What follows belongs to an exercise in optimizing a design on an open flow for small area and a short achievable clock period; a production flow would make more cautious choices. Only the layout flow was run in this run; the RTL was not checked for function there. No activity file was given, so power comes from the tool's default toggle rates.

### flow/config.mk
export PLATFORM = sky130hd
export DESIGN_NAME = CPU
export DESIGN_NICKNAME = CPU
export VERILOG_FILES = /design/flow/design.v
export SDC_FILE = /design/flow/constraint.sdc
export NUM_CORES = 4
export LEC_CHECK = 0
export ABC_AREA = 1
export CAP_MARGIN = 20
export CORE_MARGIN = 2
export CORE_UTILIZATION = 40
export SETUP_SLACK_MARGIN = 5
export SLEW_MARGIN = 20
### flow/constraint.sdc
create_clock -name core_clock -period 12.0 [get_ports {clk}]
set_input_delay 2.4000 -clock core_clock [delete_from_list [all_inputs] [get_ports {clk}]]
set_output_delay 2.4000 -clock core_clock [all_outputs]
set_load 0.01 [all_outputs]
### flow/design.v
`timescale 1ns / 1ps
module smul(input wire [7:0] a, input wire [7:0] b, output wire [7:0] y);
  wire pp1 = a[0] & b[0];
  wire pp2 = a[0] & b[1];
  wire pp3 = a[0] & b[2];
  wire pp4 = a[0] & b[3];
  wire pp5 = a[0] & b[4];
  wire pp6 = a[0] & b[5];
  wire pp7 = a[0] & b[6];
  wire pp8 = a[0] & b[7];
  wire pp9 = a[1] & b[0];
  wire pp10 = a[1] & b[1];
  wire pp11 = a[1] & b[2];
  wire pp12 = a[1] & b[3];
  wire pp13 = a[1] & b[4];
  wire pp14 = a[1] & b[5];
  wire pp15 = a[1] & b[6];
  wire pp16 = a[2] & b[0];
  wire pp17 = a[2] & b[1];
  wire pp18 = a[2] & b[2];
  wire pp19 = a[2] & b[3];
  wire pp20 = a[2] & b[4];
  wire pp21 = a[2] & b[5];
  wire pp22 = a[3] & b[0];
  wire pp23 = a[3] & b[1];
  wire pp24 = a[3] & b[2];
  wire pp25 = a[3] & b[3];
  wire pp26 = a[3] & b[4];
  wire pp27 = a[4] & b[0];
  wire pp28 = a[4] & b[1];
  wire pp29 = a[4] & b[2];
  wire pp30 = a[4] & b[3];
  wire pp31 = a[5] & b[0];
  wire pp32 = a[5] & b[1];
  wire pp33 = a[5] & b[2];
  wire pp34 = a[6] & b[0];
  wire pp35 = a[6] & b[1];
  wire pp36 = a[7] & b[0];
  wire h39 = pp3 ^ pp10;
  wire s37 = h39 ^ pp16;
  wire c38 = h39 ? pp16 : pp3;
  wire h42 = pp4 ^ pp11;
  wire s40 = h42 ^ pp17;
  wire c41 = h42 ? pp17 : pp4;
  wire h45 = pp22 ^ c38;
  wire s43 = h45 ^ s40;
  wire c44 = h45 ? s40 : pp22;
  wire h48 = pp5 ^ pp12;
  wire s46 = h48 ^ pp18;
  wire c47 = h48 ? pp18 : pp5;
  wire h51 = pp23 ^ pp27;
  wire s49 = h51 ^ c41;
  wire c50 = h51 ? c41 : pp23;
  wire h54 = s46 ^ c44;
  wire s52 = h54 ^ s49;
  wire c53 = h54 ? s49 : s46;
  wire h57 = pp6 ^ pp13;
  wire s55 = h57 ^ pp19;
  wire c56 = h57 ? pp19 : pp6;
  wire h60 = pp24 ^ pp28;
  wire s58 = h60 ^ pp31;
  wire c59 = h60 ? pp31 : pp24;
  wire h63 = c47 ^ s55;
  wire s61 = h63 ^ s58;
  wire c62 = h63 ? s58 : c47;
  wire h66 = c50 ^ s61;
  wire s64 = h66 ^ c53;
  wire c65 = h66 ? c53 : c50;
  wire h69 = pp7 ^ pp14;
  wire s67 = h69 ^ pp20;
  wire c68 = h69 ? pp20 : pp7;
  wire h72 = pp25 ^ pp29;
  wire s70 = h72 ^ pp32;
  wire c71 = h72 ? pp32 : pp25;
  wire h75 = pp34 ^ c56;
  wire s73 = h75 ^ c59;
  wire c74 = h75 ? c59 : pp34;
  wire h78 = s67 ^ s70;
  wire s76 = h78 ^ c62;
  wire c77 = h78 ? c62 : s67;
  wire h81 = s73 ^ s76;
  wire s79 = h81 ^ c65;
  wire c80 = h81 ? c65 : s73;
  wire x82 = pp8 ^ pp15;
  wire x83 = pp21 ^ pp26;
  wire x84 = pp30 ^ pp33;
  wire x85 = pp35 ^ pp36;
  wire x86 = x82 ^ x83;
  wire x87 = x84 ^ x85;
  wire x88 = c68 ^ c71;
  wire x89 = x86 ^ x87;
  wire x90 = x88 ^ x89;
  wire x91 = c74 ^ x90;
  wire x92 = x91 ^ c77;
  wire x93 = x92 ^ c80;
  wire [7:0] rx = {x93, s79, s64, s52, s43, s37, pp2, pp1};
  wire [7:0] ry = {1'b0, 1'b0, 1'b0, 1'b0, 1'b0, 1'b0, pp9, 1'b0};
  assign y = rx + ry;
endmodule
module vdot_tree(input wire [63:0] a, input wire [63:0] b, output wire [7:0] y);
  wire pp1 = a[0] & b[0];
  wire pp2 = a[0] & b[1];
  wire pp3 = a[0] & b[2];
  wire pp4 = a[0] & b[3];
  wire pp5 = a[0] & b[4];
  wire pp6 = a[0] & b[5];
  wire pp7 = a[0] & b[6];
  wire pp8 = a[0] & b[7];
  wire pp9 = a[1] & b[0];
  wire pp10 = a[1] & b[1];
  wire pp11 = a[1] & b[2];
  wire pp12 = a[1] & b[3];
  wire pp13 = a[1] & b[4];
  wire pp14 = a[1] & b[5];
  wire pp15 = a[1] & b[6];
  wire pp16 = a[2] & b[0];
  wire pp17 = a[2] & b[1];
  wire pp18 = a[2] & b[2];
  wire pp19 = a[2] & b[3];
  wire pp20 = a[2] & b[4];
  wire pp21 = a[2] & b[5];
  wire pp22 = a[3] & b[0];
  wire pp23 = a[3] & b[1];
  wire pp24 = a[3] & b[2];
  wire pp25 = a[3] & b[3];
  wire pp26 = a[3] & b[4];
  wire pp27 = a[4] & b[0];
  wire pp28 = a[4] & b[1];
  wire pp29 = a[4] & b[2];
  wire pp30 = a[4] & b[3];
  wire pp31 = a[5] & b[0];
  wire pp32 = a[5] & b[1];
  wire pp33 = a[5] & b[2];
  wire pp34 = a[6] & b[0];
  wire pp35 = a[6] & b[1];
  wire pp36 = a[7] & b[0];
  wire pp37 = a[8] & b[8];
  wire pp38 = a[8] & b[9];
  wire pp39 = a[8] & b[10];
  wire pp40 = a[8] & b[11];
  wire pp41 = a[8] & b[12];
  wire pp42 = a[8] & b[13];
  wire pp43 = a[8] & b[14];
  wire pp44 = a[8] & b[15];
  wire pp45 = a[9] & b[8];
  wire pp46 = a[9] & b[9];
  wire pp47 = a[9] & b[10];
  wire pp48 = a[9] & b[11];
  wire pp49 = a[9] & b[12];
  wire pp50 = a[9] & b[13];
  wire pp51 = a[9] & b[14];
  wire pp52 = a[10] & b[8];
  wire pp53 = a[10] & b[9];
  wire pp54 = a[10] & b[10];
  wire pp55 = a[10] & b[11];
  wire pp56 = a[10] & b[12];
  wire pp57 = a[10] & b[13];
  wire pp58 = a[11] & b[8];
  wire pp59 = a[11] & b[9];
  wire pp60 = a[11] & b[10];
  wire pp61 = a[11] & b[11];
  wire pp62 = a[11] & b[12];
  wire pp63 = a[12] & b[8];
  wire pp64 = a[12] & b[9];
  wire pp65 = a[12] & b[10];
  wire pp66 = a[12] & b[11];
  wire pp67 = a[13] & b[8];
  wire pp68 = a[13] & b[9];
  wire pp69 = a[13] & b[10];
  wire pp70 = a[14] & b[8];
  wire pp71 = a[14] & b[9];
  wire pp72 = a[15] & b[8];
  wire pp73 = a[16] & b[16];
  wire pp74 = a[16] & b[17];
  wire pp75 = a[16] & b[18];
  wire pp76 = a[16] & b[19];
  wire pp77 = a[16] & b[20];
  wire pp78 = a[16] & b[21];
  wire pp79 = a[16] & b[22];
  wire pp80 = a[16] & b[23];
  wire pp81 = a[17] & b[16];
  wire pp82 = a[17] & b[17];
  wire pp83 = a[17] & b[18];
  wire pp84 = a[17] & b[19];
  wire pp85 = a[17] & b[20];
  wire pp86 = a[17] & b[21];
  wire pp87 = a[17] & b[22];
  wire pp88 = a[18] & b[16];
  wire pp89 = a[18] & b[17];
  wire pp90 = a[18] & b[18];
  wire pp91 = a[18] & b[19];
  wire pp92 = a[18] & b[20];
  wire pp93 = a[18] & b[21];
  wire pp94 = a[19] & b[16];
  wire pp95 = a[19] & b[17];
  wire pp96 = a[19] & b[18];
  wire pp97 = a[19] & b[19];
  wire pp98 = a[19] & b[20];
  wire pp99 = a[20] & b[16];
  wire pp100 = a[20] & b[17];
  wire pp101 = a[20] & b[18];
  wire pp102 = a[20] & b[19];
  wire pp103 = a[21] & b[16];
  wire pp104 = a[21] & b[17];
  wire pp105 = a[21] & b[18];
  wire pp106 = a[22] & b[16];
  wire pp107 = a[22] & b[17];
  wire pp108 = a[23] & b[16];
  wire pp109 = a[24] & b[24];
  wire pp110 = a[24] & b[25];
  wire pp111 = a[24] & b[26];
  wire pp112 = a[24] & b[27];
  wire pp113 = a[24] & b[28];
  wire pp114 = a[24] & b[29];
  wire pp115 = a[24] & b[30];
  wire pp116 = a[24] & b[31];
  wire pp117 = a[25] & b[24];
  wire pp118 = a[25] & b[25];
  wire pp119 = a[25] & b[26];
  wire pp120 = a[25] & b[27];
  wire pp121 = a[25] & b[28];
  wire pp122 = a[25] & b[29];
  wire pp123 = a[25] & b[30];
  wire pp124 = a[26] & b[24];
  wire pp125 = a[26] & b[25];
  wire pp126 = a[26] & b[26];
  wire pp127 = a[26] & b[27];
  wire pp128 = a[26] & b[28];
  wire pp129 = a[26] & b[29];
  wire pp130 = a[27] & b[24];
  wire pp131 = a[27] & b[25];
  wire pp132 = a[27] & b[26];
  wire pp133 = a[27] & b[27];
  wire pp134 = a[27] & b[28];
  wire pp135 = a[28] & b[24];
  wire pp136 = a[28] & b[25];
  wire pp137 = a[28] & b[26];
  wire pp138 = a[28] & b[27];
  wire pp139 = a[29] & b[24];
  wire pp140 = a[29] & b[25];
  wire pp141 = a[29] & b[26];
  wire pp142 = a[30] & b[24];
  wire pp143 = a[30] & b[25];
  wire pp144 = a[31] & b[24];
  wire pp145 = a[32] & b[32];
  wire pp146 = a[32] & b[33];
  wire pp147 = a[32] & b[34];
  wire pp148 = a[32] & b[35];
  wire pp149 = a[32] & b[36];
  wire pp150 = a[32] & b[37];
  wire pp151 = a[32] & b[38];
  wire pp152 = a[32] & b[39];
  wire pp153 = a[33] & b[32];
  wire pp154 = a[33] & b[33];
  wire pp155 = a[33] & b[34];
  wire pp156 = a[33] & b[35];
  wire pp157 = a[33] & b[36];
  wire pp158 = a[33] & b[37];
  wire pp159 = a[33] & b[38];
  wire pp160 = a[34] & b[32];
  wire pp161 = a[34] & b[33];
  wire pp162 = a[34] & b[34];
  wire pp163 = a[34] & b[35];
  wire pp164 = a[34] & b[36];
  wire pp165 = a[34] & b[37];
  wire pp166 = a[35] & b[32];
  wire pp167 = a[35] & b[33];
  wire pp168 = a[35] & b[34];
  wire pp169 = a[35] & b[35];
  wire pp170 = a[35] & b[36];
  wire pp171 = a[36] & b[32];
  wire pp172 = a[36] & b[33];
  wire pp173 = a[36] & b[34];
  wire pp174 = a[36] & b[35];
  wire pp175 = a[37] & b[32];
  wire pp176 = a[37] & b[33];
  wire pp177 = a[37] & b[34];
  wire pp178 = a[38] & b[32];
  wire pp179 = a[38] & b[33];
  wire pp180 = a[39] & b[32];
  wire pp181 = a[40] & b[40];
  wire pp182 = a[40] & b[41];
  wire pp183 = a[40] & b[42];
  wire pp184 = a[40] & b[43];
  wire pp185 = a[40] & b[44];
  wire pp186 = a[40] & b[45];
  wire pp187 = a[40] & b[46];
  wire pp188 = a[40] & b[47];
  wire pp189 = a[41] & b[40];
  wire pp190 = a[41] & b[41];
  wire pp191 = a[41] & b[42];
  wire pp192 = a[41] & b[43];
  wire pp193 = a[41] & b[44];
  wire pp194 = a[41] & b[45];
  wire pp195 = a[41] & b[46];
  wire pp196 = a[42] & b[40];
  wire pp197 = a[42] & b[41];
  wire pp198 = a[42] & b[42];
  wire pp199 = a[42] & b[43];
  wire pp200 = a[42] & b[44];
  wire pp201 = a[42] & b[45];
  wire pp202 = a[43] & b[40];
  wire pp203 = a[43] & b[41];
  wire pp204 = a[43] & b[42];
  wire pp205 = a[43] & b[43];
  wire pp206 = a[43] & b[44];
  wire pp207 = a[44] & b[40];
  wire pp208 = a[44] & b[41];
  wire pp209 = a[44] & b[42];
  wire pp210 = a[44] & b[43];
  wire pp211 = a[45] & b[40];
  wire pp212 = a[45] & b[41];
  wire pp213 = a[45] & b[42];
  wire pp214 = a[46] & b[40];
  wire pp215 = a[46] & b[41];
  wire pp216 = a[47] & b[40];
  wire pp217 = a[48] & b[48];
  wire pp218 = a[48] & b[49];
  wire pp219 = a[48] & b[50];
  wire pp220 = a[48] & b[51];
  wire pp221 = a[48] & b[52];
  wire pp222 = a[48] & b[53];
  wire pp223 = a[48] & b[54];
  wire pp224 = a[48] & b[55];
  wire pp225 = a[49] & b[48];
  wire pp226 = a[49] & b[49];
  wire pp227 = a[49] & b[50];
  wire pp228 = a[49] & b[51];
  wire pp229 = a[49] & b[52];
  wire pp230 = a[49] & b[53];
  wire pp231 = a[49] & b[54];
  wire pp232 = a[50] & b[48];
  wire pp233 = a[50] & b[49];
  wire pp234 = a[50] & b[50];
  wire pp235 = a[50] & b[51];
  wire pp236 = a[50] & b[52];
  wire pp237 = a[50] & b[53];
  wire pp238 = a[51] & b[48];
  wire pp239 = a[51] & b[49];
  wire pp240 = a[51] & b[50];
  wire pp241 = a[51] & b[51];
  wire pp242 = a[51] & b[52];
  wire pp243 = a[52] & b[48];
  wire pp244 = a[52] & b[49];
  wire pp245 = a[52] & b[50];
  wire pp246 = a[52] & b[51];
  wire pp247 = a[53] & b[48];
  wire pp248 = a[53] & b[49];
  wire pp249 = a[53] & b[50];
  wire pp250 = a[54] & b[48];
  wire pp251 = a[54] & b[49];
  wire pp252 = a[55] & b[48];
  wire pp253 = a[56] & b[56];
  wire pp254 = a[56] & b[57];
  wire pp255 = a[56] & b[58];
  wire pp256 = a[56] & b[59];
  wire pp257 = a[56] & b[60];
  wire pp258 = a[56] & b[61];
  wire pp259 = a[56] & b[62];
  wire pp260 = a[56] & b[63];
  wire pp261 = a[57] & b[56];
  wire pp262 = a[57] & b[57];
  wire pp263 = a[57] & b[58];
  wire pp264 = a[57] & b[59];
  wire pp265 = a[57] & b[60];
  wire pp266 = a[57] & b[61];
  wire pp267 = a[57] & b[62];
  wire pp268 = a[58] & b[56];
  wire pp269 = a[58] & b[57];
  wire pp270 = a[58] & b[58];
  wire pp271 = a[58] & b[59];
  wire pp272 = a[58] & b[60];
  wire pp273 = a[58] & b[61];
  wire pp274 = a[59] & b[56];
  wire pp275 = a[59] & b[57];
  wire pp276 = a[59] & b[58];
  wire pp277 = a[59] & b[59];
  wire pp278 = a[59] & b[60];
  wire pp279 = a[60] & b[56];
  wire pp280 = a[60] & b[57];
  wire pp281 = a[60] & b[58];
  wire pp282 = a[60] & b[59];
  wire pp283 = a[61] & b[56];
  wire pp284 = a[61] & b[57];
  wire pp285 = a[61] & b[58];
  wire pp286 = a[62] & b[56];
  wire pp287 = a[62] & b[57];
  wire pp288 = a[63] & b[56];
  wire s289 = pp1 ^ pp37 ^ pp73;
  wire c290 = (pp1 & pp37) | (pp1 & pp73) | (pp37 & pp73);
  wire s291 = pp109 ^ pp145 ^ pp181;
  wire c292 = (pp109 & pp145) | (pp109 & pp181) | (pp145 & pp181);
  wire s293 = pp217 ^ pp253 ^ s289;
  wire c294 = (pp217 & pp253) | (pp217 & s289) | (pp253 & s289);
  wire s295 = pp2 ^ pp9 ^ pp38;
  wire c296 = (pp2 & pp9) | (pp2 & pp38) | (pp9 & pp38);
  wire s297 = pp45 ^ pp74 ^ pp81;
  wire c298 = (pp45 & pp74) | (pp45 & pp81) | (pp74 & pp81);
  wire s299 = pp110 ^ pp117 ^ pp146;
  wire c300 = (pp110 & pp117) | (pp110 & pp146) | (pp117 & pp146);
  wire s301 = pp153 ^ pp182 ^ pp189;
  wire c302 = (pp153 & pp182) | (pp153 & pp189) | (pp182 & pp189);
  wire s303 = pp218 ^ pp225 ^ pp254;
  wire c304 = (pp218 & pp225) | (pp218 & pp254) | (pp225 & pp254);
  wire s305 = pp261 ^ c290 ^ c292;
  wire c306 = (pp261 & c290) | (pp261 & c292) | (c290 & c292);
  wire s307 = s295 ^ s297 ^ s299;
  wire c308 = (s295 & s297) | (s295 & s299) | (s297 & s299);
  wire s309 = s301 ^ s303 ^ c294;
  wire c310 = (s301 & s303) | (s301 & c294) | (s303 & c294);
  wire h313 = s305 ^ s307;
  wire s311 = h313 ^ s309;
  wire c312 = h313 ? s309 : s305;
  wire s314 = pp3 ^ pp10 ^ pp16;
  wire c315 = (pp3 & pp10) | (pp3 & pp16) | (pp10 & pp16);
  wire s316 = pp39 ^ pp46 ^ pp52;
  wire c317 = (pp39 & pp46) | (pp39 & pp52) | (pp46 & pp52);
  wire s318 = pp75 ^ pp82 ^ pp88;
  wire c319 = (pp75 & pp82) | (pp75 & pp88) | (pp82 & pp88);
  wire s320 = pp111 ^ pp118 ^ pp124;
  wire c321 = (pp111 & pp118) | (pp111 & pp124) | (pp118 & pp124);
  wire s322 = pp147 ^ pp154 ^ pp160;
  wire c323 = (pp147 & pp154) | (pp147 & pp160) | (pp154 & pp160);
  wire s324 = pp183 ^ pp190 ^ pp196;
  wire c325 = (pp183 & pp190) | (pp183 & pp196) | (pp190 & pp196);
  wire s326 = pp219 ^ pp226 ^ pp232;
  wire c327 = (pp219 & pp226) | (pp219 & pp232) | (pp226 & pp232);
  wire s328 = pp255 ^ pp262 ^ pp268;
  wire c329 = (pp255 & pp262) | (pp255 & pp268) | (pp262 & pp268);
  wire s330 = c296 ^ c298 ^ c300;
  wire c331 = (c296 & c298) | (c296 & c300) | (c298 & c300);
  wire s332 = c302 ^ c304 ^ s314;
  wire c333 = (c302 & c304) | (c302 & s314) | (c304 & s314);
  wire s334 = s316 ^ s318 ^ s320;
  wire c335 = (s316 & s318) | (s316 & s320) | (s318 & s320);
  wire s336 = s322 ^ s324 ^ s326;
  wire c337 = (s322 & s324) | (s322 & s326) | (s324 & s326);
  wire s338 = s328 ^ c306 ^ c308;
  wire c339 = (s328 & c306) | (s328 & c308) | (c306 & c308);
  wire s340 = s330 ^ s332 ^ s334;
  wire c341 = (s330 & s332) | (s330 & s334) | (s332 & s334);
  wire h344 = s336 ^ c310;
  wire s342 = h344 ^ s338;
  wire c343 = h344 ? s338 : s336;
  wire h347 = s340 ^ c312;
  wire s345 = h347 ^ s342;
  wire c346 = h347 ? s342 : s340;
  wire s348 = pp4 ^ pp11 ^ pp17;
  wire c349 = (pp4 & pp11) | (pp4 & pp17) | (pp11 & pp17);
  wire s350 = pp22 ^ pp40 ^ pp47;
  wire c351 = (pp22 & pp40) | (pp22 & pp47) | (pp40 & pp47);
  wire s352 = pp53 ^ pp58 ^ pp76;
  wire c353 = (pp53 & pp58) | (pp53 & pp76) | (pp58 & pp76);
  wire s354 = pp83 ^ pp89 ^ pp94;
  wire c355 = (pp83 & pp89) | (pp83 & pp94) | (pp89 & pp94);
  wire s356 = pp112 ^ pp119 ^ pp125;
  wire c357 = (pp112 & pp119) | (pp112 & pp125) | (pp119 & pp125);
  wire s358 = pp130 ^ pp148 ^ pp155;
  wire c359 = (pp130 & pp148) | (pp130 & pp155) | (pp148 & pp155);
  wire s360 = pp161 ^ pp166 ^ pp184;
  wire c361 = (pp161 & pp166) | (pp161 & pp184) | (pp166 & pp184);
  wire s362 = pp191 ^ pp197 ^ pp202;
  wire c363 = (pp191 & pp197) | (pp191 & pp202) | (pp197 & pp202);
  wire s364 = pp220 ^ pp227 ^ pp233;
  wire c365 = (pp220 & pp227) | (pp220 & pp233) | (pp227 & pp233);
  wire s366 = pp238 ^ pp256 ^ pp263;
  wire c367 = (pp238 & pp256) | (pp238 & pp263) | (pp256 & pp263);
  wire s368 = pp269 ^ pp274 ^ c315;
  wire c369 = (pp269 & pp274) | (pp269 & c315) | (pp274 & c315);
  wire s370 = c317 ^ c319 ^ c321;
  wire c371 = (c317 & c319) | (c317 & c321) | (c319 & c321);
  wire s372 = c323 ^ c325 ^ c327;
  wire c373 = (c323 & c325) | (c323 & c327) | (c325 & c327);
  wire s374 = c329 ^ s348 ^ s350;
  wire c375 = (c329 & s348) | (c329 & s350) | (s348 & s350);
  wire s376 = s352 ^ s354 ^ s356;
  wire c377 = (s352 & s354) | (s352 & s356) | (s354 & s356);
  wire s378 = s358 ^ s360 ^ s362;
  wire c379 = (s358 & s360) | (s358 & s362) | (s360 & s362);
  wire s380 = s364 ^ s366 ^ c331;
  wire c381 = (s364 & s366) | (s364 & c331) | (s366 & c331);
  wire s382 = c333 ^ c335 ^ c337;
  wire c383 = (c333 & c335) | (c333 & c337) | (c335 & c337);
  wire s384 = s368 ^ s370 ^ s372;
  wire c385 = (s368 & s370) | (s368 & s372) | (s370 & s372);
  wire s386 = s374 ^ s376 ^ s378;
  wire c387 = (s374 & s376) | (s374 & s378) | (s376 & s378);
  wire h390 = c339 ^ s380;
  wire s388 = h390 ^ c341;
  wire c389 = h390 ? c341 : c339;
  wire h393 = s382 ^ s384;
  wire s391 = h393 ^ s386;
  wire c392 = h393 ? s386 : s382;
  wire h396 = c343 ^ s388;
  wire s394 = h396 ^ s391;
  wire c395 = h396 ? s391 : c343;
  wire s397 = pp5 ^ pp12 ^ pp18;
  wire c398 = (pp5 & pp12) | (pp5 & pp18) | (pp12 & pp18);
  wire s399 = pp23 ^ pp27 ^ pp41;
  wire c400 = (pp23 & pp27) | (pp23 & pp41) | (pp27 & pp41);
  wire s401 = pp48 ^ pp54 ^ pp59;
  wire c402 = (pp48 & pp54) | (pp48 & pp59) | (pp54 & pp59);
  wire s403 = pp63 ^ pp77 ^ pp84;
  wire c404 = (pp63 & pp77) | (pp63 & pp84) | (pp77 & pp84);
  wire s405 = pp90 ^ pp95 ^ pp99;
  wire c406 = (pp90 & pp95) | (pp90 & pp99) | (pp95 & pp99);
  wire s407 = pp113 ^ pp120 ^ pp126;
  wire c408 = (pp113 & pp120) | (pp113 & pp126) | (pp120 & pp126);
  wire s409 = pp131 ^ pp135 ^ pp149;
  wire c410 = (pp131 & pp135) | (pp131 & pp149) | (pp135 & pp149);
  wire s411 = pp156 ^ pp162 ^ pp167;
  wire c412 = (pp156 & pp162) | (pp156 & pp167) | (pp162 & pp167);
  wire s413 = pp171 ^ pp185 ^ pp192;
  wire c414 = (pp171 & pp185) | (pp171 & pp192) | (pp185 & pp192);
  wire s415 = pp198 ^ pp203 ^ pp207;
  wire c416 = (pp198 & pp203) | (pp198 & pp207) | (pp203 & pp207);
  wire s417 = pp221 ^ pp228 ^ pp234;
  wire c418 = (pp221 & pp228) | (pp221 & pp234) | (pp228 & pp234);
  wire s419 = pp239 ^ pp243 ^ pp257;
  wire c420 = (pp239 & pp243) | (pp239 & pp257) | (pp243 & pp257);
  wire s421 = pp264 ^ pp270 ^ pp275;
  wire c422 = (pp264 & pp270) | (pp264 & pp275) | (pp270 & pp275);
  wire s423 = pp279 ^ c349 ^ c351;
  wire c424 = (pp279 & c349) | (pp279 & c351) | (c349 & c351);
  wire s425 = c353 ^ c355 ^ c357;
  wire c426 = (c353 & c355) | (c353 & c357) | (c355 & c357);
  wire s427 = c359 ^ c361 ^ c363;
  wire c428 = (c359 & c361) | (c359 & c363) | (c361 & c363);
  wire s429 = c365 ^ c367 ^ s397;
  wire c430 = (c365 & c367) | (c365 & s397) | (c367 & s397);
  wire s431 = s399 ^ s401 ^ s403;
  wire c432 = (s399 & s401) | (s399 & s403) | (s401 & s403);
  wire s433 = s405 ^ s407 ^ s409;
  wire c434 = (s405 & s407) | (s405 & s409) | (s407 & s409);
  wire s435 = s411 ^ s413 ^ s415;
  wire c436 = (s411 & s413) | (s411 & s415) | (s413 & s415);
  wire s437 = s417 ^ s419 ^ s421;
  wire c438 = (s417 & s419) | (s417 & s421) | (s419 & s421);
  wire s439 = c369 ^ c371 ^ c373;
  wire c440 = (c369 & c371) | (c369 & c373) | (c371 & c373);
  wire s441 = c375 ^ c377 ^ c379;
  wire c442 = (c375 & c377) | (c375 & c379) | (c377 & c379);
  wire s443 = s423 ^ s425 ^ s427;
  wire c444 = (s423 & s425) | (s423 & s427) | (s425 & s427);
  wire s445 = s429 ^ s431 ^ s433;
  wire c446 = (s429 & s431) | (s429 & s433) | (s431 & s433);
  wire h449 = s435 ^ s437;
  wire s447 = h449 ^ c381;
  wire c448 = h449 ? c381 : s435;
  wire h452 = c383 ^ c385;
  wire s450 = h452 ^ s439;
  wire c451 = h452 ? s439 : c383;
  wire h455 = c387 ^ s441;
  wire s453 = h455 ^ s443;
  wire c454 = h455 ? s443 : c387;
  wire h458 = s445 ^ s447;
  wire s456 = h458 ^ c389;
  wire c457 = h458 ? c389 : s445;
  wire h461 = s450 ^ c392;
  wire s459 = h461 ^ s453;
  wire c460 = h461 ? s453 : s450;
  wire h464 = s456 ^ s459;
  wire s462 = h464 ^ c395;
  wire c463 = h464 ? c395 : s456;
  wire s465 = pp6 ^ pp13 ^ pp19;
  wire c466 = (pp6 & pp13) | (pp6 & pp19) | (pp13 & pp19);
  wire s467 = pp24 ^ pp28 ^ pp31;
  wire c468 = (pp24 & pp28) | (pp24 & pp31) | (pp28 & pp31);
  wire s469 = pp42 ^ pp49 ^ pp55;
  wire c470 = (pp42 & pp49) | (pp42 & pp55) | (pp49 & pp55);
  wire s471 = pp60 ^ pp64 ^ pp67;
  wire c472 = (pp60 & pp64) | (pp60 & pp67) | (pp64 & pp67);
  wire s473 = pp78 ^ pp85 ^ pp91;
  wire c474 = (pp78 & pp85) | (pp78 & pp91) | (pp85 & pp91);
  wire s475 = pp96 ^ pp100 ^ pp103;
  wire c476 = (pp96 & pp100) | (pp96 & pp103) | (pp100 & pp103);
  wire s477 = pp114 ^ pp121 ^ pp127;
  wire c478 = (pp114 & pp121) | (pp114 & pp127) | (pp121 & pp127);
  wire s479 = pp132 ^ pp136 ^ pp139;
  wire c480 = (pp132 & pp136) | (pp132 & pp139) | (pp136 & pp139);
  wire s481 = pp150 ^ pp157 ^ pp163;
  wire c482 = (pp150 & pp157) | (pp150 & pp163) | (pp157 & pp163);
  wire s483 = pp168 ^ pp172 ^ pp175;
  wire c484 = (pp168 & pp172) | (pp168 & pp175) | (pp172 & pp175);
  wire s485 = pp186 ^ pp193 ^ pp199;
  wire c486 = (pp186 & pp193) | (pp186 & pp199) | (pp193 & pp199);
  wire s487 = pp204 ^ pp208 ^ pp211;
  wire c488 = (pp204 & pp208) | (pp204 & pp211) | (pp208 & pp211);
  wire s489 = pp222 ^ pp229 ^ pp235;
  wire c490 = (pp222 & pp229) | (pp222 & pp235) | (pp229 & pp235);
  wire s491 = pp240 ^ pp244 ^ pp247;
  wire c492 = (pp240 & pp244) | (pp240 & pp247) | (pp244 & pp247);
  wire s493 = pp258 ^ pp265 ^ pp271;
  wire c494 = (pp258 & pp265) | (pp258 & pp271) | (pp265 & pp271);
  wire s495 = pp276 ^ pp280 ^ pp283;
  wire c496 = (pp276 & pp280) | (pp276 & pp283) | (pp280 & pp283);
  wire s497 = c398 ^ c400 ^ c402;
  wire c498 = (c398 & c400) | (c398 & c402) | (c400 & c402);
  wire s499 = c404 ^ c406 ^ c408;
  wire c500 = (c404 & c406) | (c404 & c408) | (c406 & c408);
  wire s501 = c410 ^ c412 ^ c414;
  wire c502 = (c410 & c412) | (c410 & c414) | (c412 & c414);
  wire s503 = c416 ^ c418 ^ c420;
  wire c504 = (c416 & c418) | (c416 & c420) | (c418 & c420);
  wire s505 = c422 ^ s465 ^ s467;
  wire c506 = (c422 & s465) | (c422 & s467) | (s465 & s467);
  wire s507 = s469 ^ s471 ^ s473;
  wire c508 = (s469 & s471) | (s469 & s473) | (s471 & s473);
  wire s509 = s475 ^ s477 ^ s479;
  wire c510 = (s475 & s477) | (s475 & s479) | (s477 & s479);
  wire s511 = s481 ^ s483 ^ s485;
  wire c512 = (s481 & s483) | (s481 & s485) | (s483 & s485);
  wire s513 = s487 ^ s489 ^ s491;
  wire c514 = (s487 & s489) | (s487 & s491) | (s489 & s491);
  wire s515 = s493 ^ s495 ^ c424;
  wire c516 = (s493 & s495) | (s493 & c424) | (s495 & c424);
  wire s517 = c426 ^ c428 ^ c430;
  wire c518 = (c426 & c428) | (c426 & c430) | (c428 & c430);
  wire s519 = c432 ^ c434 ^ c436;
  wire c520 = (c432 & c434) | (c432 & c436) | (c434 & c436);
  wire s521 = c438 ^ s497 ^ s499;
  wire c522 = (c438 & s497) | (c438 & s499) | (s497 & s499);
  wire s523 = s501 ^ s503 ^ s505;
  wire c524 = (s501 & s503) | (s501 & s505) | (s503 & s505);
  wire s525 = s507 ^ s509 ^ s511;
  wire c526 = (s507 & s509) | (s507 & s511) | (s509 & s511);
  wire h529 = s513 ^ c440;
  wire s527 = h529 ^ c442;
  wire c528 = h529 ? c442 : s513;
  wire h532 = c444 ^ s515;
  wire s530 = h532 ^ c446;
  wire c531 = h532 ? c446 : c444;
  wire h535 = s517 ^ s519;
  wire s533 = h535 ^ s521;
  wire c534 = h535 ? s521 : s517;
  wire h538 = s523 ^ s525;
  wire s536 = h538 ^ c448;
  wire c537 = h538 ? c448 : s523;
  wire h541 = c451 ^ c454;
  wire s539 = h541 ^ s527;
  wire c540 = h541 ? s527 : c451;
  wire h544 = s530 ^ s533;
  wire s542 = h544 ^ s536;
  wire c543 = h544 ? s536 : s530;
  wire h547 = c457 ^ s539;
  wire s545 = h547 ^ c460;
  wire c546 = h547 ? c460 : c457;
  wire h550 = s542 ^ s545;
  wire s548 = h550 ^ c463;
  wire c549 = h550 ? c463 : s542;
  wire s551 = pp7 ^ pp14 ^ pp20;
  wire c552 = (pp7 & pp14) | (pp7 & pp20) | (pp14 & pp20);
  wire s553 = pp25 ^ pp29 ^ pp32;
  wire c554 = (pp25 & pp29) | (pp25 & pp32) | (pp29 & pp32);
  wire s555 = pp34 ^ pp43 ^ pp50;
  wire c556 = (pp34 & pp43) | (pp34 & pp50) | (pp43 & pp50);
  wire s557 = pp56 ^ pp61 ^ pp65;
  wire c558 = (pp56 & pp61) | (pp56 & pp65) | (pp61 & pp65);
  wire s559 = pp68 ^ pp70 ^ pp79;
  wire c560 = (pp68 & pp70) | (pp68 & pp79) | (pp70 & pp79);
  wire s561 = pp86 ^ pp92 ^ pp97;
  wire c562 = (pp86 & pp92) | (pp86 & pp97) | (pp92 & pp97);
  wire s563 = pp101 ^ pp104 ^ pp106;
  wire c564 = (pp101 & pp104) | (pp101 & pp106) | (pp104 & pp106);
  wire s565 = pp115 ^ pp122 ^ pp128;
  wire c566 = (pp115 & pp122) | (pp115 & pp128) | (pp122 & pp128);
  wire s567 = pp133 ^ pp137 ^ pp140;
  wire c568 = (pp133 & pp137) | (pp133 & pp140) | (pp137 & pp140);
  wire s569 = pp142 ^ pp151 ^ pp158;
  wire c570 = (pp142 & pp151) | (pp142 & pp158) | (pp151 & pp158);
  wire s571 = pp164 ^ pp169 ^ pp173;
  wire c572 = (pp164 & pp169) | (pp164 & pp173) | (pp169 & pp173);
  wire s573 = pp176 ^ pp178 ^ pp187;
  wire c574 = (pp176 & pp178) | (pp176 & pp187) | (pp178 & pp187);
  wire s575 = pp194 ^ pp200 ^ pp205;
  wire c576 = (pp194 & pp200) | (pp194 & pp205) | (pp200 & pp205);
  wire s577 = pp209 ^ pp212 ^ pp214;
  wire c578 = (pp209 & pp212) | (pp209 & pp214) | (pp212 & pp214);
  wire s579 = pp223 ^ pp230 ^ pp236;
  wire c580 = (pp223 & pp230) | (pp223 & pp236) | (pp230 & pp236);
  wire s581 = pp241 ^ pp245 ^ pp248;
  wire c582 = (pp241 & pp245) | (pp241 & pp248) | (pp245 & pp248);
  wire s583 = pp250 ^ pp259 ^ pp266;
  wire c584 = (pp250 & pp259) | (pp250 & pp266) | (pp259 & pp266);
  wire s585 = pp272 ^ pp277 ^ pp281;
  wire c586 = (pp272 & pp277) | (pp272 & pp281) | (pp277 & pp281);
  wire s587 = pp284 ^ pp286 ^ c466;
  wire c588 = (pp284 & pp286) | (pp284 & c466) | (pp286 & c466);
  wire s589 = c468 ^ c470 ^ c472;
  wire c590 = (c468 & c470) | (c468 & c472) | (c470 & c472);
  wire s591 = c474 ^ c476 ^ c478;
  wire c592 = (c474 & c476) | (c474 & c478) | (c476 & c478);
  wire s593 = c480 ^ c482 ^ c484;
  wire c594 = (c480 & c482) | (c480 & c484) | (c482 & c484);
  wire s595 = c486 ^ c488 ^ c490;
  wire c596 = (c486 & c488) | (c486 & c490) | (c488 & c490);
  wire s597 = c492 ^ c494 ^ c496;
  wire c598 = (c492 & c494) | (c492 & c496) | (c494 & c496);
  wire s599 = s551 ^ s553 ^ s555;
  wire c600 = (s551 & s553) | (s551 & s555) | (s553 & s555);
  wire s601 = s557 ^ s559 ^ s561;
  wire c602 = (s557 & s559) | (s557 & s561) | (s559 & s561);
  wire s603 = s563 ^ s565 ^ s567;
  wire c604 = (s563 & s565) | (s563 & s567) | (s565 & s567);
  wire s605 = s569 ^ s571 ^ s573;
  wire c606 = (s569 & s571) | (s569 & s573) | (s571 & s573);
  wire s607 = s575 ^ s577 ^ s579;
  wire c608 = (s575 & s577) | (s575 & s579) | (s577 & s579);
  wire s609 = s581 ^ s583 ^ s585;
  wire c610 = (s581 & s583) | (s581 & s585) | (s583 & s585);
  wire s611 = c498 ^ c500 ^ c502;
  wire c612 = (c498 & c500) | (c498 & c502) | (c500 & c502);
  wire s613 = c504 ^ c506 ^ c508;
  wire c614 = (c504 & c506) | (c504 & c508) | (c506 & c508);
  wire s615 = c510 ^ c512 ^ c514;
  wire c616 = (c510 & c512) | (c510 & c514) | (c512 & c514);
  wire s617 = s587 ^ s589 ^ s591;
  wire c618 = (s587 & s589) | (s587 & s591) | (s589 & s591);
  wire s619 = s593 ^ s595 ^ s597;
  wire c620 = (s593 & s595) | (s593 & s597) | (s595 & s597);
  wire s621 = s599 ^ s601 ^ s603;
  wire c622 = (s599 & s601) | (s599 & s603) | (s601 & s603);
  wire s623 = s605 ^ s607 ^ s609;
  wire c624 = (s605 & s607) | (s605 & s609) | (s607 & s609);
  wire h627 = c516 ^ c518;
  wire s625 = h627 ^ c520;
  wire c626 = h627 ? c520 : c516;
  wire h630 = c522 ^ s611;
  wire s628 = h630 ^ c524;
  wire c629 = h630 ? c524 : c522;
  wire h633 = c526 ^ s613;
  wire s631 = h633 ^ s615;
  wire c632 = h633 ? s615 : c526;
  wire h636 = s617 ^ s619;
  wire s634 = h636 ^ s621;
  wire c635 = h636 ? s621 : s617;
  wire h639 = s623 ^ c528;
  wire s637 = h639 ^ c531;
  wire c638 = h639 ? c531 : s623;
  wire h642 = c534 ^ s625;
  wire s640 = h642 ^ s628;
  wire c641 = h642 ? s628 : c534;
  wire h645 = s631 ^ s634;
  wire s643 = h645 ^ c537;
  wire c644 = h645 ? c537 : s631;
  wire h648 = c540 ^ s637;
  wire s646 = h648 ^ s640;
  wire c647 = h648 ? s640 : c540;
  wire h651 = c543 ^ s643;
  wire s649 = h651 ^ c546;
  wire c650 = h651 ? c546 : c543;
  wire h654 = s646 ^ s649;
  wire s652 = h654 ^ c549;
  wire c653 = h654 ? c549 : s646;
  wire x655 = pp8 ^ pp15;
  wire x656 = pp21 ^ pp26;
  wire x657 = pp30 ^ pp33;
  wire x658 = pp35 ^ pp36;
  wire x659 = pp44 ^ pp51;
  wire x660 = pp57 ^ pp62;
  wire x661 = pp66 ^ pp69;
  wire x662 = pp71 ^ pp72;
  wire x663 = pp80 ^ pp87;
  wire x664 = pp93 ^ pp98;
  wire x665 = pp102 ^ pp105;
  wire x666 = pp107 ^ pp108;
  wire x667 = pp116 ^ pp123;
  wire x668 = pp129 ^ pp134;
  wire x669 = pp138 ^ pp141;
  wire x670 = pp143 ^ pp144;
  wire x671 = pp152 ^ pp159;
  wire x672 = pp165 ^ pp170;
  wire x673 = pp174 ^ pp177;
  wire x674 = pp179 ^ pp180;
  wire x675 = pp188 ^ pp195;
  wire x676 = pp201 ^ pp206;
  wire x677 = pp210 ^ pp213;
  wire x678 = pp215 ^ pp216;
  wire x679 = pp224 ^ pp231;
  wire x680 = pp237 ^ pp242;
  wire x681 = pp246 ^ pp249;
  wire x682 = pp251 ^ pp252;
  wire x683 = pp260 ^ pp267;
  wire x684 = pp273 ^ pp278;
  wire x685 = pp282 ^ pp285;
  wire x686 = pp287 ^ pp288;
  wire x687 = x655 ^ x656;
  wire x688 = x657 ^ x658;
  wire x689 = x659 ^ x660;
  wire x690 = x661 ^ x662;
  wire x691 = x663 ^ x664;
  wire x692 = x665 ^ x666;
  wire x693 = x667 ^ x668;
  wire x694 = x669 ^ x670;
  wire x695 = x671 ^ x672;
  wire x696 = x673 ^ x674;
  wire x697 = x675 ^ x676;
  wire x698 = x677 ^ x678;
  wire x699 = x679 ^ x680;
  wire x700 = x681 ^ x682;
  wire x701 = x683 ^ x684;
  wire x702 = x685 ^ x686;
  wire x703 = c552 ^ c554;
  wire x704 = c556 ^ c558;
  wire x705 = c560 ^ c562;
  wire x706 = c564 ^ c566;
  wire x707 = c568 ^ c570;
  wire x708 = c572 ^ c574;
  wire x709 = c576 ^ c578;
  wire x710 = c580 ^ c582;
  wire x711 = c584 ^ c586;
  wire x712 = x687 ^ x688;
  wire x713 = x689 ^ x690;
  wire x714 = x691 ^ x692;
  wire x715 = x693 ^ x694;
  wire x716 = x695 ^ x696;
  wire x717 = x697 ^ x698;
  wire x718 = x699 ^ x700;
  wire x719 = x701 ^ x702;
  wire x720 = x703 ^ x704;
  wire x721 = x705 ^ x706;
  wire x722 = x707 ^ x708;
  wire x723 = x709 ^ x710;
  wire x724 = x711 ^ x712;
  wire x725 = x713 ^ x714;
  wire x726 = x715 ^ x716;
  wire x727 = x717 ^ x718;
  wire x728 = x719 ^ c588;
  wire x729 = c590 ^ c592;
  wire x730 = c594 ^ c596;
  wire x731 = c598 ^ c600;
  wire x732 = c602 ^ c604;
  wire x733 = c606 ^ c608;
  wire x734 = c610 ^ x720;
  wire x735 = x721 ^ x722;
  wire x736 = x723 ^ x724;
  wire x737 = x725 ^ x726;
  wire x738 = x727 ^ x728;
  wire x739 = x729 ^ x730;
  wire x740 = x731 ^ x732;
  wire x741 = x733 ^ x734;
  wire x742 = x735 ^ x736;
  wire x743 = x737 ^ c612;
  wire x744 = c614 ^ c616;
  wire x745 = c618 ^ c620;
  wire x746 = x738 ^ x739;
  wire x747 = c622 ^ c624;
  wire x748 = x740 ^ x741;
  wire x749 = x742 ^ x743;
  wire x750 = x744 ^ x745;
  wire x751 = x746 ^ x747;
  wire x752 = x748 ^ c626;
  wire x753 = x749 ^ c629;
  wire x754 = c632 ^ x750;
  wire x755 = c635 ^ x751;
  wire x756 = x752 ^ x753;
  wire x757 = x754 ^ x755;
  wire x758 = c638 ^ x756;
  wire x759 = c641 ^ x757;
  wire x760 = x758 ^ x759;
  wire x761 = c644 ^ c647;
  wire x762 = x760 ^ x761;
  wire x763 = c650 ^ x762;
  wire x764 = x763 ^ c653;
  wire [7:0] rx = {x764, s652, s548, s462, c346, s345, s311, s291};
  wire [7:0] ry = {1'b0, 1'b0, 1'b0, 1'b0, s394, 1'b0, 1'b0, s293};
  assign y = rx + ry;
endmodule
`timescale 1ns / 1ps
module CPU( input clk,
	input rst,
	input wire [31:0] inst,
	input wire [63:0]	main_memory_input_data_path,
	output reg[63:0] main_memory_output_data_path,
	output wire[31:0] pc_inst_addr,
	output wire		Vector_Write_Access,
	output wire		Memory_Write_Access,
	output wire		Load_Vector_Flag,
	output wire 		Load_Word_Flag,
	output wire[11:0]	Main_Memory_Address
	);
	wire [5:0] op  = inst[31:26];
	wire [4:0] rd  = inst[25:21];
	wire [4:0] rs1 = inst[20:16];
	wire [4:0] rs2 = inst[15:11];
	wire [7:0] imm = inst[15:8];
	wire [63:0] mem = main_memory_input_data_path;
	wire op_add  = op == 6'b000000;
	wire op_sub  = op == 6'b000001;
	wire op_mul  = op == 6'b000010;
	wire op_and  = op == 6'b000100;
	wire op_or   = op == 6'b000101;
	wire op_xor  = op == 6'b000110;
	wire op_sll  = op == 6'b001000;
	wire op_srl  = op == 6'b001001;
	wire op_slt  = op == 6'b001010;
	wire op_seq  = op == 6'b001011;
	wire op_addi = op == 6'b001101;
	wire op_andi = op == 6'b001110;
	wire op_xori = op == 6'b001111;
	wire op_slti = op == 6'b101000;
	wire op_vadd = op == 6'b010000;
	wire op_vsub = op == 6'b010001;
	wire op_vdot = op == 6'b010010;
	wire op_lw   = op == 6'b100101;
	wire op_lv   = op == 6'b101101;
	wire op_sw   = op == 6'b100110;
	wire op_sv   = op == 6'b101110;
	wire op_rar  = op == 6'b101111;
	wire op_raw  = op == 6'b101100;
	wire op_beq  = op == 6'b100011;
	wire op_bgt  = op == 6'b011111;
	wire op_jmp  = op == 6'b110000;
	assign Load_Word_Flag      = op_lw | op_rar;
	assign Load_Vector_Flag    = op_lv | op_rar;
	assign Memory_Write_Access = op_sw | op_raw;
	assign Vector_Write_Access = op_sv | op_raw;
	assign Main_Memory_Address = inst[11:0];
	wire imm_sel = op_addi | op_andi | op_xori | op_slti | op_beq | op_bgt;
	wire s_we = op_add | op_sub | op_mul | op_and | op_or | op_xor | op_sll | op_srl |
	            op_slt | op_seq | op_addi | op_andi | op_xori | op_slti | op_lw;
	wire v_we = op_vadd | op_vsub | op_vdot | op_lv;
	reg [7:0]  R [0:30];
	reg [63:0] V [0:2];
	reg [31:0] T;
	reg [31:0] PC;
	assign pc_inst_addr = PC;
	wire [255:0] rf;
	genvar g;
	generate
		for (g = 0; g < 31; g = g + 1) begin : rf_flat
			assign rf[8*g +: 8] = R[g];
		end
	endgenerate
	assign rf[255:248] = 8'd0;
	function [7:0] rdmux(input [255:0] x, input [4:0] s);
		reg [63:0] l1;
		reg [15:0] l2;
		integer q;
		begin
			for (q = 0; q < 8; q = q + 1)
				case (s[1:0])
					2'd0: l1[8*q +: 8] = x[32*q +: 8];
					2'd1: l1[8*q +: 8] = x[32*q + 8 +: 8];
					2'd2: l1[8*q +: 8] = x[32*q + 16 +: 8];
					default: l1[8*q +: 8] = x[32*q + 24 +: 8];
				endcase
			for (q = 0; q < 2; q = q + 1)
				case (s[3:2])
					2'd0: l2[8*q +: 8] = l1[32*q +: 8];
					2'd1: l2[8*q +: 8] = l1[32*q + 8 +: 8];
					2'd2: l2[8*q +: 8] = l1[32*q + 16 +: 8];
					default: l2[8*q +: 8] = l1[32*q + 24 +: 8];
				endcase
			rdmux = s[4] ? l2[15:8] : l2[7:0];
		end
	endfunction
	wire [7:0] A = rdmux(rf, rs1);
	wire [7:0] B = rdmux(rf, rs2);
	wire nva = op_sw | op_raw;
	wire [63:0] VA = (V[0] & {64{rs1 == 5'd0 && !nva}}) |
	                 (V[1] & {64{rs1 == 5'd1 && !nva}}) |
	                 (V[2] & {64{rs1 == 5'd2 && !nva}});
	wire [63:0] VB = (V[0] & {64{rs2 == 5'd0}}) |
	                 (V[1] & {64{rs2 == 5'd1}}) |
	                 (V[2] & {64{rs2 == 5'd2}});
	always @(*) begin
		main_memory_output_data_path = VA;
		main_memory_output_data_path[7:0] = VA[7:0] | (A & {8{op_sw}}) | (PC[7:0] & {8{op_raw}});
		main_memory_output_data_path[31:8] = VA[31:8] | (PC[31:8] & {24{op_raw}});
	end
	wire [7:0] B2 = imm_sel ? imm : B;
	wire do_sub = !(op_add | op_addi);
	wire [7:0] b2x = B2 ^ {8{do_sub}};
	reg [8:0] dc;
	reg [7:0] diff;
	integer d;
	always @(*) begin
		dc[0] = do_sub;
		for (d = 0; d < 8; d = d + 1) begin
			diff[d] = A[d] ^ b2x[d] ^ dc[d];
			dc[d+1] = (A[d] ^ b2x[d]) ? dc[d] : A[d];
		end
	end
	wire lt = !dc[8];                 
	wire eq = (A == B2);
	wire [7:0] prod;
	smul u_mul(.a(A), .b(B), .y(prod));
	wire [7:0] shl = (B[7:3] != 5'd0) ? 8'd0 : (A << B[2:0]);
	wire [7:0] shr = (B[7:3] != 5'd0) ? 8'd0 : (A >> B[2:0]);
	reg [7:0] alu;
	always @(*) begin
		alu = 8'd0;
		if (op_add | op_addi | op_sub) alu = diff;
		if (op_mul)                    alu = prod;
		if (op_and | op_andi)          alu = A & B2;
		if (op_or)                     alu = A | B2;
		if (op_xor | op_xori)          alu = A ^ B2;
		if (op_sll)                    alu = shl;
		if (op_srl)                    alu = shr;
		if (op_slt | op_slti)          alu = {7'd0, lt};
		if (op_seq)                    alu = {7'd0, eq};
	end
	wire [7:0] s_wdata = op_lw ? mem[7:0] : alu;
	reg [63:0] vaddsub;
	wire [7:0] dot;
	vdot_tree u_dot(.a(VA), .b(VB), .y(dot));
	integer k, m;
	reg [8:0] cy;
	reg [7:0] bb;
	always @(*) begin
		for (k = 0; k < 8; k = k + 1) begin
			bb = VB[8*k +: 8] ^ {8{op_vsub}};
			cy[0] = op_vsub;
			for (m = 0; m < 8; m = m + 1) begin
				vaddsub[8*k+m] = VA[8*k+m] ^ bb[m] ^ cy[m];
				cy[m+1] = (VA[8*k+m] ^ bb[m]) ? cy[m] : VA[8*k+m];
			end
		end
	end
	wire [63:0] v_wdata = op_lv ? mem : (op_vdot ? {56'd0, dot} : vaddsub);
	wire taken = (op_beq & !eq) | (op_bgt & !lt & !eq);
	always @(posedge clk) begin
		if (rst) PC <= 32'd0;
		else if (op_jmp) PC <= {6'd0, inst[25:0]};
		else if (taken) PC <= T;
		else PC <= PC + 32'd4;
	end
	always @(posedge clk)
		if (op_rar) T <= mem[31:0];
	integer j;
	always @(posedge clk) begin
		for (j = 0; j < 31; j = j + 1)
			if (s_we && rd == j) R[j] <= s_wdata;
		for (j = 0; j < 3; j = j + 1)
			if (v_we && rd == j) V[j] <= v_wdata;
	end
endmodule
### flow/flow/run.sh
#!/bin/bash
set -euo pipefail
bash standard.sh "BUFFER_PORTS_ARGS=-buffer_cell sky130_fd_sc_hd__buf_2" \
  "CTS_ARGS=-sink_clustering_enable -repair_clock_nets -dont_use_dummy_load -buf_list {sky130_fd_sc_hd__clkbuf_2 sky130_fd_sc_hd__clkbuf_4 sky130_fd_sc_hd__clkbuf_8}" \
  finish > standard_flow.log 2>&1
### flow/standard.sh
#!/bin/bash
# synth_recipe.tcl (not shown) runs the flow's synth.tcl, then flattens the netlist and writes it again
# the make line also repeats each setting of config.mk as NAME=value (left out here)
make -C /OpenROAD-flow-scripts/flow DESIGN_CONFIG=/design/flow/config.mk WORK_HOME=/design/flow/orfs CLKGATE_MAP_FILE= SYNTH_SCRIPT=/design/flow/synth_recipe.tcl "${@:-finish}"
==> notes.md <==
# TYPE chip_impl_metric gauge
chip_impl_info{name="outcome",value="no timing/DRC/antenna violations"} 1
chip_impl_metric{name="die-area",unit="µm²"} 96300
chip_impl_metric{name="dpl-instance-area",unit="µm²"} 39900
chip_impl_metric{name="antenna_found_initial",unit=""} 9
chip_impl_metric{name="power.leakage",unit="µW"} 0.0203
chip_impl_metric{name="place.detailed.hpwl",unit="mm"} 101
chip_impl_metric{name="cts_htree_levels",unit=""} 3
chip_impl_metric{name="worst_slack",unit="ns"} 4.70
chip_impl_info{name="combinational_family_with_the_most_area_after_synthesis",value="simple AND/OR/NAND/NOR gates"} 1
chip_impl_metric{name="number_of_different_library_cells_in_the_post_synthesis_netlist",unit=""} 76
chip_impl_info{name="r2r_start",value="V[2][25]$_DFFE_PP_"} 1
chip_impl_metric{name="final_min_period_over_clock_period",unit="%"} 60.8
chip_impl_info{name="startpoint",value="inst[19]"} 1
chip_impl_info{name="grt_setup_unrepaired",value="true"} 1
chip_impl_metric{name="ir_drop",unit="V"} 0.0000766
chip_impl_metric{name="synthesis.area_per_instance",unit="µm²"} 8.03
chip_impl_metric{name="max_cap_violations",unit=""} 0
chip_impl_info{name="crit_path_start_kind",value="input port"} 1
chip_impl_metric{name="first_global_vias",unit=""} 33900
chip_impl_metric{name="postSynthRegisterBits",unit=""} 504
chip_impl_metric{name="worst_hold_slack",unit="ns"} 0.434
chip_impl_metric{name="grt_pass1_wl",unit="mm"} 222
chip_impl_info{name="criticalPathCategory",value="in -> reg"} 1
chip_impl_metric{name="chipWidth",unit="µm"} 310
chip_impl_metric{name="cpPeakStageDelay",unit="ns"} 0.56
chip_impl_metric{name="floorplan.initialDensity",unit="%"} 40.3
chip_impl_metric{name="final_net_count",unit=""} 5362
chip_impl_metric{name="cts_inserted_buffers",unit=""} 91
chip_impl_metric{name="worst_slew_margin_rel",unit="%"} 24.5
chip_impl_metric{name="placement.io_buffers",unit=""} 209
chip_impl_metric{name="gp_congestion",unit=""} 0.976
chip_impl_metric{name="worstSkewPairLatency",unit="ns"} 0.80
chip_impl_metric{name="number_of_enable_flip_flop_cells_after_synthesis",unit=""} 472
chip_impl_metric{name="cp_data_required_time",unit="ns"} 12.55
chip_impl_metric{name="synth_compound_gate_area_share",unit="%"} 9.55
chip_impl_metric{name="fraction_of_final_layout_cells_with_drive_strength_greater_than_1",unit="%"} 20.0
chip_impl_metric{name="grt_start_max_net_pins",unit=""} 67
chip_impl_metric{name="drc",unit=""} 0
chip_impl_metric{name="simple_logic_cell_fraction_of_the_synthesized_area",unit="%"} 26.9
chip_impl_metric{name="clock_pin_slew_on_the_worst_setup_and_hold_paths",unit="ns"} 0.06
chip_impl_metric{name="first_pass_iters",unit=""} 8
chip_impl_metric{name="post-route-cell-area",unit="µm²"} 45200
chip_impl_metric{name="yosysSeqAreaShare",unit="%"} 39.5
chip_impl_metric{name="globalRouteTotalUtil",unit="%"} 31.7
chip_impl_metric{name="multi_input_comb_area",unit="µm²"} 21100
chip_impl_info{name="tritoncts",value="built"} 1
chip_impl_metric{name="yosysWarningCount",unit=""} 3
chip_impl_info{name="layout_common_cells",value="1539 x sky130_fd_sc_hd__nand2_1, 501 x sky130_fd_sc_hd__inv_1, 472 x sky130_fd_sc_hd__edfxtp_1"} 1
chip_impl_metric{name="syn_to_final_growth",unit="%"} 20.4
chip_impl_metric{name="drt-wirelength-per-cell",unit="µm"} 24.5
chip_impl_metric{name="grt-ovfl-total",unit=""} 0
chip_impl_metric{name="yosys.area_share.xor_xnor",unit="%"} 7.09
chip_impl_metric{name="critical_path_peak_fanout",unit=""} 7
chip_impl_metric{name="core_region_area",unit="µm²"} 93200
chip_impl_metric{name="row_count",unit=""} 112
chip_impl_metric{name="finalWirelength",unit="mm"} 156
chip_impl_metric{name="area_of_the_mapped_netlist",unit="µm²"} 37500
chip_impl_info{name="cell_chosen_for_the_clock_root",value="sky130_fd_sc_hd__clkbuf_8"} 1
chip_impl_metric{name="cts_hold_buf",unit=""} 0
chip_impl_info{name="timing.critical_path.to_type",value="flip-flop"} 1
chip_impl_metric{name="timing.clock.skew",unit="ns"} 0.129
chip_impl_metric{name="max_freq",unit="MHz"} 137
chip_impl_metric{name="muxShareOfSynthArea",unit="%"} 0.0533
chip_impl_metric{name="fin_crit",unit="ns"} 7.30
chip_impl_metric{name="filler_cell_count",unit=""} 8902
chip_impl_metric{name="syn_nets",unit=""} 4932
chip_impl_metric{name="async_reset_ff_share",unit="%"} 0
chip_impl_metric{name="timing.final.hold_violations",unit=""} 0
chip_impl_metric{name="cts_buffer_depth",unit=""} 3
chip_impl_metric{name="synth_adder_area_share",unit="%"} 8.20
chip_impl_metric{name="boundaryPins",unit=""} 210
chip_impl_metric{name="arrival",unit="ns"} 7.84
chip_impl_metric{name="power",unit="µW"} 4160
chip_impl_metric{name="placement.setup.worst_slack",unit="ns"} 2.42
chip_impl_metric{name="vias_per_cell",unit=""} 5.59
chip_impl_info{name="synth-main-ff-cell",value="sky130_fd_sc_hd__edfxtp_1"} 1
chip_impl_metric{name="worst_slew_pin_slew",unit="ns"} 1.13
chip_impl_metric{name="power-per-cell-area",unit="nW/µm²"} 92.1
chip_impl_metric{name="synthCells",unit=""} 4674
chip_impl_metric{name="rrSetupSlack",unit="ns"} 6.86
chip_impl_info{name="min-delay-path-class",value="reg -> reg"} 1
chip_impl_metric{name="total_number_of_vias",unit=""} 35600
chip_impl_metric{name="final-max-slew-violation-count",unit=""} 0
chip_impl_info{name="most_common_library_cell_in_the_layout_ignoring_fill_and_taps",value="sky130_fd_sc_hd__nand2_1"} 1
chip_impl_info{name="crit_slowest_cell",value="sky130_fd_sc_hd__fa_2"} 1
chip_impl_metric{name="number_of_drc_markers_in_iteration_0",unit=""} 4657
chip_impl_metric{name="finalSetupTns",unit="ns"} 0
chip_impl_metric{name="die_height",unit="µm"} 310
chip_impl_metric{name="seq_area",unit="µm²"} 14800
chip_impl_metric{name="drt.antenna.violating_nets",unit=""} 0
chip_impl_metric{name="cts_num_sinks",unit=""} 504
chip_impl_info{name="min-delay-start",value="T[31]$_DFFE_PP_"} 1
chip_impl_metric{name="report.final.setup_viol",unit=""} 0
## cell usage after synthesis, types with 5 or more instances
| cell type | number | area share, % |
|---|---|---|
| sky130_fd_sc_hd__nand2_1 | 1617 | 16 |
| sky130_fd_sc_hd__inv_1 | 531 | 5.3 |
| sky130_fd_sc_hd__edfxtp_1 | 472 | 38 |
| sky130_fd_sc_hd__nand3_1 | 294 | 3.9 |
| sky130_fd_sc_hd__nor2_1 | 262 | 2.6 |
| sky130_fd_sc_hd__o21ai_0 | 245 | 3.3 |
| sky130_fd_sc_hd__xor2_1 | 203 | 4.7 |
| sky130_fd_sc_hd__fa_1 | 138 | 7.4 |
| sky130_fd_sc_hd__a21oi_1 | 103 | 1.4 |
| sky130_fd_sc_hd__xnor2_1 | 86 | 2.0 |
| sky130_fd_sc_hd__o21ai_1 | 69 | 0.92 |
| sky130_fd_sc_hd__clkbuf_1 | 50 | 0.50 |
| sky130_fd_sc_hd__nand3_2 | 42 | 1.1 |
| sky130_fd_sc_hd__buf_4 | 40 | 0.80 |
| sky130_fd_sc_hd__o211ai_1 | 40 | 0.80 |
| sky130_fd_sc_hd__buf_2 | 35 | 0.47 |
| sky130_fd_sc_hd__buf_6 | 33 | 0.99 |
| sky130_fd_sc_hd__dfxtp_1 | 32 | 1.7 |
| sky130_fd_sc_hd__inv_2 | 30 | 0.30 |
| sky130_fd_sc_hd__nand2_2 | 28 | 0.47 |
| sky130_fd_sc_hd__nand4_1 | 28 | 0.47 |
| sky130_fd_sc_hd__nor3_1 | 27 | 0.36 |
| sky130_fd_sc_hd__ha_1 | 22 | 0.73 |
| sky130_fd_sc_hd__o22ai_1 | 21 | 0.35 |
| sky130_fd_sc_hd__o21bai_1 | 19 | 0.38 |
| sky130_fd_sc_hd__o211ai_2 | 15 | 0.50 |
| sky130_fd_sc_hd__nand3b_1 | 12 | 0.24 |
| sky130_fd_sc_hd__o21ai_2 | 12 | 0.28 |
| sky130_fd_sc_hd__or2_2 | 12 | 0.20 |
| sky130_fd_sc_hd__a31oi_1 | 11 | 0.18 |
| sky130_fd_sc_hd__inv_4 | 7 | 0.12 |
| sky130_fd_sc_hd__nor2_4 | 7 | 0.21 |
| sky130_fd_sc_hd__a21oi_2 | 6 | 0.14 |
| sky130_fd_sc_hd__a22oi_1 | 6 | 0.12 |
| sky130_fd_sc_hd__a31o_2 | 6 | 0.14 |
| sky130_fd_sc_hd__clkinv_1 | 6 | 0.060 |
| sky130_fd_sc_hd__nor4_1 | 6 | 0.10 |
| sky130_fd_sc_hd__xnor2_2 | 6 | 0.26 |
| sky130_fd_sc_hd__a21boi_0 | 5 | 0.10 |
| sky130_fd_sc_hd__nand2_4 | 5 | 0.15 |
| sky130_fd_sc_hd__nor2_2 | 5 | 0.083 |
| sky130_fd_sc_hd__nor2_8 | 5 | 0.27 |
| sky130_fd_sc_hd__o221ai_1 | 5 | 0.12 |
| sky130_fd_sc_hd__o31ai_1 | 5 | 0.10 |
## power breakdown
| group | total [µW] | internal (µW) | switching, µW |
|---|---|---|---|
| sequential | 1960 | 1950 | 9.85 |
| clock | 1350 | 662 | 683 |
| combinational | 854 | 264 | 589 |
| total | 4160 | 2880 | 1280 |
## worst max-delay path, delay by kind of cell
| kind | cells | cell delay [ns] |
|---|---|---|
| and+or+nand+nor | 19 | 1.91 |
| adders and majority gates | 4 | 1.72 |
| buffers and inverters | 10 | 0.97 |
| xor gates and xnor gates | 3 | 0.52 |
| AOI/OAI and AO/OA | 2 | 0.31 |
## metal layers
layer  global-route usage [%]  up-vias  routed length [µm]
li1                         -    16000                   -
met1                     39.2    16900               57600
met2                     51.0     2129               70800
met3                     7.05      509               16500
met4                     18.6        4               10700
met5                        0        -                  22
## cell type report
class                           instances  share of cell area, %
Multi-Input combinational cell       3445                   46.6
Timing Repair inverter                 15                  0.620
Inverter                              576                   5.17
Tap cell                             1254                   3.47
Antenna cell                            5                 0.0277
Clock buffer                           91                   2.77
Timing Repair Buffer                  471                   8.58
Sequential cell                       504                   32.8
## worst paths after layout
check | depth (start not counted) | endpoint
worst max-delay path | 38 | V[0][7]$_DFFE_PP_
worst min-delay path | 2 | PC[31]$_SDFF_PP0_
worst max register to register | 31 | V[0][7]$_DFFE_PP_
worst min register to register | 2 | PC[31]$_SDFF_PP0_
## registers in the layout, summed over array words and instances (netlist names)
signal	flops
V	192
T	32
R	248
PC	32
## kinds of logic (layout without fill, tap and decap cells)
family | Yosys count | after routing
simple gates | 2369 | 2383
xor+xnor | 297 | 297
other cells | 0 | 5
fa+ha+maj | 164 | 164
mux | 2 | 2
flops | 504 | 504
compound gates | 599 | 599
buf+inv | 739 | 1153
## per-stage QoR
stage                     std cells  util (%)
after detailed placement       6013      42.8
final                          6361      48.5
after floorplan                4674         -
after CTS                      6312      47.6
after global placement         6013      42.8
after global routing           6359      48.5
## timing repair
action | CTS | global route
endpoints found under the setup margin | 334 | 231
pin swaps | 90 | 58
gates cloned | 34 | 4
buffers inserted | 174 | 40
gates resized for setup | 290 | 104

separate check: timing with driven ports:
Ports are ideal in the flow. The routed layout listed here was re-timed in OpenROAD. Step 1 sets driving cells, clkbuf_16 on the clock port and buf_2 on the other inputs (assumed; they add their load-dependent delay and slew). Step 2 times the ports against the registers' clock, not the clock port: input delays grow and output delays shrink by t, the midpoint of the rising clock arrivals with the driver on. Slacks: ideal / step 1 / step 2; pairs: ideal / step 1.
t (ns): 0.802
slack for setup (ns): 4.703 / 4.635 / 3.833
hold WS [ns]: 0.434 / 0.434 / 0.434
cell pins on the clock port's net: 1
After both steps this run still meets setup and hold. For this run, drivers alone change the setup slack by -0.068 ns; drivers and shift together by -0.870 ns.
